This is an optimization exercise on Yosys and OpenROAD, whose aim is small area and a short achievable clock period, not a production implementation.
Function was checked by simulation only, so behaviour that the tests miss may differ from the original.
Power and IR drop assume default switching activity.

== south ==
Design ALU2, start of the top module:
module ALU2 (
    input  logic clk,
    input  logic reset,
    input  logic [31:0] A, B,
    input  logic [3:0] op,
    output logic [31:0] Y
);
    wire [31:0] nB = ~B;
    wire [33:0] B3 = {2'b00, B} + {1'b0, B, 1'b0};
    wire [33:0] nB3 = ~B3;
    wire [31:16] q1;
    wire s1_r30_at0, s1_r30_ag0_0;
    HA s1_r30_aha0 (.a(A[30]), .b(nB[0]), .s(s1_r30_at0), .co(s1_r30_ag0_0));
    wire s1_r30_at1, s1_r30_ag1_1;
    HA s1_r30_aha1 (.a(A[31]), .b(nB[1]), .s(s1_r30_at1), .co(s1_r30_ag1_1));
    wire s1_r30_ap1_1 = s1_r30_at1;
    wire s1_r30_ag0_0x = s1_r30_ag0_0 | s1_r30_at0;
    wire s1_r30_ag0_1 = s1_r30_ag1_1 | (s1_r30_ap1_1 & s1_r30_ag0_0x);
    wire s1_r30_ad0 = ~s1_r30_at0;
    wire s1_r30_ad1;
    HA s1_r30_axd1 (.a(s1_r30_at1), .b(s1_r30_ag0_0x), .s(s1_r30_ad1), .co());
    wire s1_r30_bt0, s1_r30_bg0_0;
    HA s1_r30_bha0 (.a(A[31]), .b(nB[0]), .s(s1_r30_bt0), .co(s1_r30_bg0_0));
    wire s1_r30_bg0_0x = s1_r30_bg0_0 | s1_r30_bt0;
    wire s1_r30_bd0 = ~s1_r30_bt0;
    wire s1_r30_ct0, s1_r30_cg0_0;
    HA s1_r30_cha0 (.a(A[30]), .b(nB3[0]), .s(s1_r30_ct0), .co(s1_r30_cg0_0));
    wire s1_r30_ct1, s1_r30_cg1_1;
    HA s1_r30_cha1 (.a(A[31]), .b(nB3[1]), .s(s1_r30_ct1), .co(s1_r30_cg1_1));
    wire s1_r30_cp1_1 = s1_r30_ct1;
    wire s1_r30_cg0_0x = s1_r30_cg0_0 | s1_r30_ct0;
    wire s1_r30_cg0_1 = s1_r30_cg1_1 | (s1_r30_cp1_1 & s1_r30_cg0_0x);
    wire s1_r30_cd0 = ~s1_r30_ct0;
    wire s1_r30_cd1;
    HA s1_r30_cxd1 (.a(s1_r30_ct1), .b(s1_r30_cg0_0x), .s(s1_r30_cd1), .co());
    wire s1_r30_c1 = s1_r30_ag0_1 & ~(|B[31:2]);
    wire s1_r30_c2 = s1_r30_bg0_0x & ~(|B[31:1]);
    wire s1_r30_c3 = s1_r30_cg0_1 & ~(|B3[33:2]);
    assign q1[31] = s1_r30_c2;
    assign q1[30] = s1_r30_c2 ? s1_r30_c3 : s1_r30_c1;
    wire s1_r30_s3 = s1_r30_c3;
    wire s1_r30_s2 = s1_r30_c2 & ~s1_r30_c3;
    wire s1_r30_s1 = s1_r30_c1 & ~s1_r30_c2;
    wire s1_r30_s0 = ~s1_r30_c1;
  ...
==> flow/config.mk <==
export PLATFORM = sky130hd
export DESIGN_NAME = ALU2
export DESIGN_NICKNAME = ALU2
export VERILOG_FILES = /design/flow/design.v
export SDC_FILE = /design/flow/constraint.sdc
export NUM_CORES = 4
export LEC_CHECK = 0
export ABC_AREA = 1
export CAP_MARGIN = 20
export CORE_MARGIN = 2
export CORE_UTILIZATION = 65
export PLACE_DENSITY = 0.75
export SLEW_MARGIN = 20
export SYNTH_HIERARCHICAL = 1
export SYNTH_MINIMUM_KEEP_SIZE = 0
==> flow/constraint.sdc <==
create_clock -name core_clock -period 75.0 [get_ports {clk}]
set_input_delay 15.0000 -clock core_clock [delete_from_list [all_inputs] [get_ports {clk}]]
set_output_delay 15.0000 -clock core_clock [all_outputs]
set_load 0.01 [all_outputs]
standard.sh (not shown) runs the stock make flow with config.mk's settings and CLKGATE_MAP_FILE= SYNTH_SCRIPT=/design/flow/synth_recipe.tcl, a recipe that flattens the netlist after the stock synthesis.
==> flow/flow/run.sh <==
#!/bin/bash
set -euo pipefail
R=$PWD/orfs/results/sky130hd/ALU2/base
bash standard.sh $R/1_2_yosys.v > synth_flow.log 2>&1
python3 flow/ha2xor.py $R/1_2_yosys.v > ha2xor.log 2>&1
bash standard.sh "BUFFER_PORTS_ARGS=-buffer_cell sky130_fd_sc_hd__buf_1" SETUP_SLACK_MARGIN=44 finish > layout_flow.log 2>&1
==> flow/flow/ha2xor.py <==
#!/usr/bin/env python3
"""Replace each sky130 half adder whose carry output drives nothing with an
XOR2 cell (same function on the used output, a third less area).
usage: ha2xor.py NETLIST.v   (edited in place)"""
import re, sys
p = sys.argv[1]
t = open(p).read()
inst = re.compile(r'(  sky130_fd_sc_hd__ha_1 (\S+) \(\n\s*\.A\(([^)]*)\),\n\s*\.B\(([^)]*)\),\n\s*\.COUT\(([^)]*)\),\n\s*\.SUM\(([^)]*)\)\n\s*\);)')
# count every use of every net name in pin connections / assigns
uses = {}
for m in re.finditer(r'\.\w+\(([^()]*)\)', t):
    n = m.group(1).strip()
    uses[n] = uses.get(n, 0) + 1
for m in re.finditer(r'assign\s+([^=]+)=([^;]+);', t):
    for n in re.findall(r'[\\\w$.\[\]:]+ ?', m.group(0)):
        n = n.strip()
        uses[n] = uses.get(n, 0) + 1
cnt = 0
def rep(m):
    global cnt
    whole, name, a, b, co, s = m.groups()
    co = co.strip()
    if co == '' or uses.get(co, 0) <= 1:
        cnt += 1
        return f"  sky130_fd_sc_hd__xor2_1 {name} (\n    .A({a}),\n    .B({b}),\n    .X({s})\n  );"
    return whole
t2 = inst.sub(rep, t)
open(p, 'w').write(t2)
print(f"ha2xor: replaced {cnt} half adders")
The following lists how east was set up differently from south:
Settings: ABC_AREA: 1 -> 0.
==> flow/flow/run.sh <==
#!/bin/bash
set -euo pipefail
R=$PWD/orfs/results/sky130hd/ALU2/base
bash standard.sh $R/1_2_yosys.v > synth_flow.log 2>&1
python3 flow/ha2xor.py $R/1_2_yosys.v > ha2xor.log 2>&1
bash standard.sh "BUFFER_PORTS_ARGS=-buffer_cell sky130_fd_sc_hd__buf_1" SETUP_SLACK_MARGIN=43 finish > layout_flow.log 2>&1
Findings:
Result: PASS for each of south and east. east vs. south: post-synth net total shrank by about 17%; shortest period the worst path allows grew by 2.70 ns; number of resized instances in the post-cts repair step grew by about 100%; sequential cell fraction of total power shrank by 0.3 points. Share of the final layout cell area in multi-input gates in east vs south: up 2.9 points.

---

== run B ==
ALU2, a different RTL version from the one above (not shown whole).
Size in the first run: about 7,100 cells after synthesis, ~100 I/O pins, about 0.051 mm2 of cells after synthesis.
==> flow/config.mk <==
export PLATFORM = sky130hd
export DESIGN_NAME = ALU2
export DESIGN_NICKNAME = ALU2
export VERILOG_FILES = /design/flow/design.v
export SDC_FILE = /design/flow/constraint.sdc
export NUM_CORES = 4
export LEC_CHECK = 0
export ABC_AREA = 1
export CAP_MARGIN = 20
export CORE_MARGIN = 2
export CORE_UTILIZATION = 55
export PLACE_DENSITY = 0.7
export SLEW_MARGIN = 20
export SYNTH_HIERARCHICAL = 1
export SYNTH_MINIMUM_KEEP_SIZE = 0
==> flow/constraint.sdc <==
create_clock -name core_clock -period 75.0 [get_ports {clk}]
set_input_delay 15.0000 -clock core_clock [delete_from_list [all_inputs] [get_ports {clk}]]
set_output_delay 15.0000 -clock core_clock [all_outputs]
set_load 0.01 [all_outputs]
==> flow/flow/run.sh <==
#!/bin/bash
set -euo pipefail
bash standard.sh SETUP_SLACK_MARGIN=33 finish > standard_flow.log 2>&1
Run B: no failed stages, no open violations at the end
The inputs of run E differ from those of run B as listed below.
==> flow/flow/run.sh <==
#!/bin/bash
set -euo pipefail
bash standard.sh SETUP_SLACK_MARGIN=38 finish > standard_flow.log 2>&1
Notes after the runs:
- Run E completed end to end; final checks failed (max-capacitance violations, max-slew violations).
- Summary: with run B as the reference, overall power in run E moved up by more than 10%.
- Going from run B to run E, the area growth from synthesis to layout was found to have gone up by 23 points.
- Delta (run E minus run B): global-route usage went up, largest net degree at the start of global routing went down, fraction of power consumed by the clock network went down.

---

Setup of the previous run:
ALU2, a different RTL version from the one above (not shown whole).
Size in the first run: roughly 6800 cells after synthesis, roughly 48000 um^2 of cells after synthesis.
export LEC_CHECK = 0
export ABC_AREA = 1
export CAP_MARGIN = 20
export CORE_MARGIN = 2
export CORE_UTILIZATION = 55
export PLACE_DENSITY = 0.7
export SLEW_MARGIN = 20
export SYNTH_HIERARCHICAL = 1
export SYNTH_MINIMUM_KEEP_SIZE = 0
create_clock -name core_clock -period 75.0 [get_ports {clk}]
==> flow/flow/run.sh <==
#!/bin/bash
set -euo pipefail
R=$PWD/orfs/results/sky130hd/ALU2/base
bash standard.sh $R/1_2_yosys.v > synth_flow.log 2>&1
python3 flow/ha2xor.py $R/1_2_yosys.v > ha2xor.log 2>&1
bash standard.sh SETUP_SLACK_MARGIN=33 finish > layout_flow.log 2>&1
Scripts as last shown in full above: flow/flow/ha2xor.py
Changes in the current run relative to the previous run:
==> flow/run.sh (new file) <==
#!/bin/bash
# synth_recipe.tcl (not shown) runs the flow's synth.tcl, then flattens the netlist and writes it again
# the make line also repeats each setting of config.mk as NAME=value (left out here)
make -C /OpenROAD-flow-scripts/flow DESIGN_CONFIG=/design/flow/config.mk WORK_HOME=/design/flow/orfs CLKGATE_MAP_FILE= SYNTH_SCRIPT=/design/flow/synth_recipe.tcl finish
removed: flow/flow/run.sh
removed: flow/flow/ha2xor.py
removed: flow/standard.sh
Notes after the runs:
- Compared with the previous run, the current run improves sum of routed wire length over all layers.
- Fraction of power consumed by combinational cells delta for the current run relative to the previous run: 0.4 points higher
- Power density normalized to cell area, the current run vs the previous run: up slightly
- The current run: part of the power in the clock network 0.4 points below the previous run
- The current run against the previous run: sum of met3 wire segment lengths after detailed routing moved down, cell count moved down, total power moved down.

---

RTL: one of the versions met above, not the one the previous note started from.
Size: about 9,000 cells after synthesis, about 100 I/O pins.
==> flow/design.v (excerpt) <==
module ALU2 (
    input  logic clk,
    input  logic reset,
    input  logic [31:0] A, B,
    input  logic [3:0] op,
    output logic [31:0] Y
);
    wire [31:0] nB = ~B;
    wire [33:0] B3 = {2'b00, B} + {1'b0, B, 1'b0};
    wire [33:0] nB3 = ~B3;
    wire [31:16] q1;
    wire s1_r30_at0, s1_r30_ag0_0;
    HA s1_r30_aha0 (.a(A[30]), .b(nB[0]), .s(s1_r30_at0), .co(s1_r30_ag0_0));
    wire s1_r30_at1, s1_r30_ag1_1;
    HA s1_r30_aha1 (.a(A[31]), .b(nB[1]), .s(s1_r30_at1), .co(s1_r30_ag1_1));
    wire s1_r30_ap1_1 = s1_r30_at1;
    wire s1_r30_ag0_0x = s1_r30_ag0_0 | s1_r30_at0;
    wire s1_r30_ag0_1 = s1_r30_ag1_1 | (s1_r30_ap1_1 & s1_r30_ag0_0x);
    wire s1_r30_ad0 = ~s1_r30_at0;
    wire s1_r30_ad1;
    HA s1_r30_axd1 (.a(s1_r30_at1), .b(s1_r30_ag0_0x), .s(s1_r30_ad1), .co());
    wire s1_r30_bt0, s1_r30_bg0_0;
    HA s1_r30_bha0 (.a(A[31]), .b(nB[0]), .s(s1_r30_bt0), .co(s1_r30_bg0_0));
    wire s1_r30_bg0_0x = s1_r30_bg0_0 | s1_r30_bt0;
    wire s1_r30_bd0 = ~s1_r30_bt0;
    wire s1_r30_ct0, s1_r30_cg0_0;
    HA s1_r30_cha0 (.a(A[30]), .b(nB3[0]), .s(s1_r30_ct0), .co(s1_r30_cg0_0));
    wire s1_r30_ct1, s1_r30_cg1_1;
    HA s1_r30_cha1 (.a(A[31]), .b(nB3[1]), .s(s1_r30_ct1), .co(s1_r30_cg1_1));
    wire s1_r30_cp1_1 = s1_r30_ct1;
    wire s1_r30_cg0_0x = s1_r30_cg0_0 | s1_r30_ct0;
    wire s1_r30_cg0_1 = s1_r30_cg1_1 | (s1_r30_cp1_1 & s1_r30_cg0_0x);
    wire s1_r30_cd0 = ~s1_r30_ct0;
    wire s1_r30_cd1;
    HA s1_r30_cxd1 (.a(s1_r30_ct1), .b(s1_r30_cg0_0x), .s(s1_r30_cd1), .co());
    wire s1_r30_c1 = s1_r30_ag0_1 & ~(|B[31:2]);
    wire s1_r30_c2 = s1_r30_bg0_0x & ~(|B[31:1]);
  ...
export LEC_CHECK = 0
export ABC_AREA = 1
export CAP_MARGIN = 20
export CORE_MARGIN = 2
export CORE_UTILIZATION = 65
export PLACE_DENSITY = 0.75
export SLEW_MARGIN = 20
export SYNTH_HIERARCHICAL = 1
export SYNTH_MINIMUM_KEEP_SIZE = 0
create_clock -name core_clock -period 75.0 [get_ports {clk}]
==> flow/flow/run.sh <==
#!/bin/bash
set -euo pipefail
R=$PWD/orfs/results/sky130hd/ALU2/base
bash standard.sh $R/1_2_yosys.v > synth_flow.log 2>&1
python3 flow/ha2xor.py $R/1_2_yosys.v > ha2xor.log 2>&1
bash standard.sh "BUFFER_PORTS_ARGS=-buffer_cell sky130_fd_sc_hd__buf_1" SETUP_SLACK_MARGIN=43 finish > layout_flow.log 2>&1
==> flow/flow/ha2xor.py <==
#!/usr/bin/env python3
"""Replace each sky130 half adder whose carry output drives nothing with an
XOR2 cell (same function on the used output, a third less area).
usage: ha2xor.py NETLIST.v   (edited in place)"""
import re, sys
p = sys.argv[1]
t = open(p).read()
inst = re.compile(r'(  sky130_fd_sc_hd__ha_1 (\S+) \(\n\s*\.A\(([^)]*)\),\n\s*\.B\(([^)]*)\),\n\s*\.COUT\(([^)]*)\),\n\s*\.SUM\(([^)]*)\)\n\s*\);)')
# count every use of every net name in pin connections / assigns
uses = {}
for m in re.finditer(r'\.\w+\(([^()]*)\)', t):
    n = m.group(1).strip()
    uses[n] = uses.get(n, 0) + 1
for m in re.finditer(r'assign\s+([^=]+)=([^;]+);', t):
    for n in re.findall(r'[\\\w$.\[\]:]+ ?', m.group(0)):
        n = n.strip()
        uses[n] = uses.get(n, 0) + 1
cnt = 0
def rep(m):
    global cnt
    whole, name, a, b, co, s = m.groups()
    co = co.strip()
    if co == '' or uses.get(co, 0) <= 1:
        cnt += 1
        return f"  sky130_fd_sc_hd__xor2_1 {name} (\n    .A({a}),\n    .B({b}),\n    .X({s})\n  );"
    return whole
t2 = inst.sub(rep, t)
open(p, 'w').write(t2)
print(f"ha2xor: replaced {cnt} half adders")
The starting point completed with no timing, DRC or antenna violations.
Rerun with:
==> flow/flow/run.sh (replaced) <==
#!/bin/bash
set -euo pipefail
R=$PWD/orfs/results/sky130hd/ALU2/base
bash standard.sh $R/1_2_yosys.v > synth_flow.log 2>&1
python3 flow/ha2xor.py $R/1_2_yosys.v > ha2xor.log 2>&1
bash standard.sh "BUFFER_PORTS_ARGS=-buffer_cell sky130_fd_sc_hd__buf_1" SETUP_SLACK_MARGIN=45 finish > layout_flow.log 2>&1
What happened: Die area is unchanged. Total power is higher by 2.7%. Non-clock buffer count is higher by 147. Global-route usage is higher by 0.23 points. Final cell count is higher by 1.5%. Clock power barely changes. Cell area is higher by 5.0%. Sequential cell count does not change. Routed wire length is higher by 3.0%.
Rerun with:
==> flow/flow/run.sh (replaced) <==
#!/bin/bash
set -euo pipefail
R=$PWD/orfs/results/sky130hd/ALU2/base
bash standard.sh $R/1_2_yosys.v > synth_flow.log 2>&1
python3 flow/ha2xor.py $R/1_2_yosys.v > ha2xor.log 2>&1
bash standard.sh "BUFFER_PORTS_ARGS=-buffer_cell sky130_fd_sc_hd__buf_1" SETUP_SLACK_MARGIN=41 finish > layout_flow.log 2>&1
After rerunning: Via count decreases by 3.4%. Non-clock buffer count decreases by 199. Total power decreases by 4.2%. Die area stays the same. Fmax decreases by about 7.5%. Global-route usage decreases by 0.44 points. Setup slack loses 2.5 ns.

---

ALU2 with an RTL version that a note above also has.
For scale: ~7,100 cells after synthesis, about 51,000 sq um of cells after synthesis.
==> flow/design.v (excerpt) <==
module ALU2 (
    input  logic clk,
    input  logic reset,
    input  logic [31:0] A, B,
    input  logic [3:0] op,
    output logic [31:0] Y
);
==> flow/config.mk <==
export PLATFORM = sky130hd
export DESIGN_NAME = ALU2
export DESIGN_NICKNAME = ALU2
export VERILOG_FILES = /design/flow/design.v
export SDC_FILE = /design/flow/constraint.sdc
export NUM_CORES = 4
export LEC_CHECK = 0
export ABC_AREA = 1
export CAP_MARGIN = 20
export CORE_MARGIN = 2
export CORE_UTILIZATION = 55
export PLACE_DENSITY = 0.7
export SLEW_MARGIN = 20
export SYNTH_HIERARCHICAL = 1
export SYNTH_MINIMUM_KEEP_SIZE = 0
==> flow/constraint.sdc <==
create_clock -name core_clock -period 75.0 [get_ports {clk}]
set_input_delay 15.0000 -clock core_clock [delete_from_list [all_inputs] [get_ports {clk}]]
set_output_delay 15.0000 -clock core_clock [all_outputs]
set_load 0.01 [all_outputs]
==> flow/flow/run.sh <==
#!/bin/bash
set -euo pipefail
bash standard.sh SETUP_SLACK_MARGIN=30 finish > standard_flow.log 2>&1
The baseline went through all stages and came out clean.
Rerun with:
==> flow/flow/run.sh (replaced) <==
#!/bin/bash
set -euo pipefail
R=$PWD/orfs/results/sky130hd/ALU2/base
bash standard.sh $R/1_2_yosys.v > synth_flow.log 2>&1
python3 flow/ha2xor.py $R/1_2_yosys.v > ha2xor.log 2>&1
bash standard.sh SETUP_SLACK_MARGIN=33 finish > layout_flow.log 2>&1
==> flow/flow/ha2xor.py (new file) <==
#!/usr/bin/env python3
"""Replace each sky130 half adder whose carry output drives nothing with an
XOR2 cell (same function on the used output, a third less area).
usage: ha2xor.py NETLIST.v   (edited in place)"""
import re, sys
p = sys.argv[1]
t = open(p).read()
inst = re.compile(r'(  sky130_fd_sc_hd__ha_1 (\S+) \(\n\s*\.A\(([^)]*)\),\n\s*\.B\(([^)]*)\),\n\s*\.COUT\(([^)]*)\),\n\s*\.SUM\(([^)]*)\)\n\s*\);)')
# count every use of every net name in pin connections / assigns
uses = {}
for m in re.finditer(r'\.\w+\(([^()]*)\)', t):
    n = m.group(1).strip()
    uses[n] = uses.get(n, 0) + 1
for m in re.finditer(r'assign\s+([^=]+)=([^;]+);', t):
    for n in re.findall(r'[\\\w$.\[\]:]+ ?', m.group(0)):
        n = n.strip()
        uses[n] = uses.get(n, 0) + 1
cnt = 0
def rep(m):
    global cnt
    whole, name, a, b, co, s = m.groups()
    co = co.strip()
    if co == '' or uses.get(co, 0) <= 1:
        cnt += 1
        return f"  sky130_fd_sc_hd__xor2_1 {name} (\n    .A({a}),\n    .B({b}),\n    .X({s})\n  );"
    return whole
t2 = inst.sub(rep, t)
open(p, 'w').write(t2)
print(f"ha2xor: replaced {cnt} half adders")
The new run passed the timing, design-rule and antenna checks.
Via count went up by 1.9%.
Worst setup slack gains 2.1 ns.
Register-to-register slack gets better by 1.9 ns.
Final cell count is higher by about 1.2%.
Combinational power falls by about 10%.
Die area is lower by about 3.6%.
Sequential power climbs by about 2%.
Global-route usage climbs by 0.74 points.
Non-clock buffer count goes up by 119.
Synthesized area decreases by about 3.7%.
Clock power grows by about 7%.

==> separate check: timing with driven ports <==
The results above use ideal ports. As a check the final layouts listed here were re-extracted and re-timed, cells and wires unchanged. Step 1 (the two cells are an assumption about what drives the block):
set clk [get_ports {clk}]
set_driving_cell -lib_cell sky130_fd_sc_hd__clkbuf_16 $clk
set_driving_cell -lib_cell sky130_fd_sc_hd__buf_2 [delete_from_list [all_inputs] $clk]
Step 2, shift: input delay + t, output delay - t, t = (earliest + latest rising clock arrival at the registers) / 2. This alone moves slack from input paths to output paths. a / b / c = ideal / step 1 / step 2; a / b = the first two.
| run | shift t [ns] | setup WS [ns] | slew at the worst register clock pin (ns) |
|---|---|---|---|
| south | 0.595 | 44.180 / 44.134 / 43.539 | 0.12 / 0.12 |
| east | 0.585 | 41.478 / 41.485 / 40.899 | 0.11 / 0.11 |
| run B | 0.516 | 34.780 / 34.815 / 34.298 | 0.08 / 0.08 |
| run E | 0.522 | 34.327 / 34.360 / 33.837 | 0.09 / 0.09 |
| the previous run | 0.591 | 34.886 / 34.936 / 34.345 | 0.10 / 0.10 |
| the current run | 0.582 | 23.371 / 23.371 / 23.371 | 0.09 / 0.09 |
| the first run of note 4 | 0.599 | 43.757 / 43.747 / 43.148 | 0.12 / 0.12 |
| the second run of note 4 | 0.625 | 44.656 / 44.682 / 44.056 | 0.13 / 0.13 |
| the third run of note 4 | 0.601 | 42.197 / 42.194 / 41.593 | 0.12 / 0.12 |
| the first run of note 5 | 0.516 | 32.801 / 32.834 / 32.317 | 0.08 / 0.08 |
| the second run of note 5 | 0.536 | 34.851 / 34.889 / 34.353 | 0.09 / 0.09 |
For south, which loses most, drivers alone change the setup slack by -0.046 ns; drivers and shift together by -0.641 ns.
